Background: an optimization exercise with open tools, aiming at small area. Do not read the settings as production practice. Function was checked by simulation only, so behaviour that the tests miss may differ from the original.

==> job 9072: inputs <==
Design systolic_array, start of the top module:
module systolic_array #(parameter DATA_WIDTH = 8, SIZE = 4) (
    input clk,
    input rst,
    input [DATA_WIDTH*SIZE*SIZE-1:0] a_in,
    input [DATA_WIDTH*SIZE*SIZE-1:0] b_in,
    output [2*DATA_WIDTH*SIZE*SIZE-1:0] result
);
==> flow/config.mk <==
export PLATFORM = sky130hd
export DESIGN_NAME = systolic_array
export DESIGN_NICKNAME = systolic_array
export VERILOG_FILES = /design/flow/design.v
export SDC_FILE = /design/flow/constraint.sdc
export NUM_CORES = 4
export LEC_CHECK = 0
export CAP_MARGIN = 20
export CORE_MARGIN = 2
export CORE_UTILIZATION = 40
export GPL_TIMING_DRIVEN = 0
export SLEW_MARGIN = 20
export SYNTH_HIERARCHICAL = 1
==> flow/constraint.sdc <==
create_clock -name core_clock -period 6.5 [get_ports {clk}]
set_input_delay 1.3000 -clock core_clock [delete_from_list [all_inputs] [get_ports {clk}]]
set_output_delay 1.3000 -clock core_clock [all_outputs]
set_load 0.01 [all_outputs]
standard.sh (not shown) runs the stock make flow with config.mk's settings and CLKGATE_MAP_FILE= SYNTH_SCRIPT=/design/flow/synth_recipe.tcl, a recipe that flattens the netlist after the stock synthesis.
==> flow/flow/run.sh <==
#!/bin/bash
# Layout flow: the standard ORFS flow (standard.sh), with
#  - the AOI21, AOI22 and AOI21B gates that synthesis sized to drive strength 2 set back to
#    the smallest drive strength (same function; timing repair may upsize them again),
#  - the port buffers made from the smallest buffer cell (buf_1) instead of
#    the default delay buffer, and
#  - clock tree synthesis with small clusters of clkbuf_4 and no dummy loads.
# Each tool's full output is in the ORFS logs under orfs/logs/; the make
# output is in synth.log and standard.log.
set -euo pipefail
export BUFFER_PORTS_ARGS="-buffer_cell sky130_fd_sc_hd__buf_1"
export CTS_ARGS="-sink_clustering_enable -repair_clock_nets -dont_use_dummy_load -sink_clustering_size 10 -sink_clustering_max_diameter 60 -buf_list {sky130_fd_sc_hd__clkbuf_4}"
RES=orfs/results/sky130hd/systolic_array/base
bash standard.sh synth > synth.log 2>&1
sed -i -e "s/sky130_fd_sc_hd__a21oi_2 /sky130_fd_sc_hd__a21oi_1 /" -e "s/sky130_fd_sc_hd__a22oi_2 /sky130_fd_sc_hd__a22oi_1 /" -e "s/sky130_fd_sc_hd__a21boi_2 /sky130_fd_sc_hd__a21boi_0 /" $RES/1_2_yosys.v
rm -f $RES/1_synth.odb $RES/1_synth.sdc
bash standard.sh > standard.log 2>&1
==> inputs of job 6256, as changes to job 9072 <==
--- a/flow/flow/run.sh
+++ b/flow/flow/run.sh
@@ -9,7 +9,7 @@
 # output is in synth.log and standard.log.
 set -euo pipefail
 export BUFFER_PORTS_ARGS="-buffer_cell sky130_fd_sc_hd__buf_1"
-export CTS_ARGS="-sink_clustering_enable -repair_clock_nets -dont_use_dummy_load -sink_clustering_size 10 -sink_clustering_max_diameter 60 -buf_list {sky130_fd_sc_hd__clkbuf_4}"
+export CTS_ARGS="-sink_clustering_enable -repair_clock_nets -dont_use_dummy_load -sink_clustering_size 8 -sink_clustering_max_diameter 50 -buf_list {sky130_fd_sc_hd__clkbuf_4}"
 RES=orfs/results/sky130hd/systolic_array/base
 bash standard.sh synth > synth.log 2>&1
 sed -i -e "s/sky130_fd_sc_hd__a21oi_2 /sky130_fd_sc_hd__a21oi_1 /" -e "s/sky130_fd_sc_hd__a22oi_2 /sky130_fd_sc_hd__a22oi_1 /" -e "s/sky130_fd_sc_hd__a21boi_2 /sky130_fd_sc_hd__a21boi_0 /" $RES/1_2_yosys.v
==> impl_metrics.toml <==
[power_and_ir_drop]
power.density_nw_per_um2 = 614
switching_share = 0.492

[global_routing]
grt_pass1_wl_mm = 126

[hold_path]
hold_path_startpoint = "row[2].col[3].rest.pe.accum_out[1]"

[run_status]
status = "no timing/DRC/antenna violations"
Source of the figures above: job 6256

==> impl_metrics.toml <==
[hold_path]
hold_path_startpoint = "row[2].col[0].rest.pe.accum_out[1]"

[run_status]
status = "no timing/DRC/antenna violations"

[power_and_ir_drop]
switching_share = 0.493
power.density_nw_per_um2 = 614

[synth]
yosys.area.top_type_share = 0.324

[clock_network]
htreeDepth = 2

[cells_and_area]
final_common_cell = "xnor2_1"
Source of the figures above: job 9072

## static timing again, ports no longer ideal
The flow's constraints put no driver on any port. The routed layouts listed below were extracted and timed again, unchanged, in two steps. Step 1: set_driving_cell puts a clkbuf_16 on clk and a buf_2 on each other input, an assumption about the parent block. Step 2 moves the port delays by t, midway between the first and last clock arrival at a register: inputs arrive t later, outputs are due t later. That takes back most of the time a late clock gives input paths. Slacks: ideal / step 1 / step 2; pairs: ideal / step 1.
| run | t, ns | slack for setup (ns) | hold slack, ns | worst data-port slew with drivers (ns) |
|---|---|---|---|---|
| job 9072 | 0.789 | 0.509 / 0.539 / -0.250 | 0.570 / 0.570 / 0.570 | 0.10 |
| job 6256 | 0.785 | 0.469 / 0.497 / -0.288 | 0.566 / 0.566 / 0.566 | 0.10 |
With both steps, setup timing fails in job 9072 and job 6256, where it was met with ideal ports. For job 9072, which loses most, drivers alone change the setup slack by +0.030 ns; drivers and shift together by -0.759 ns.
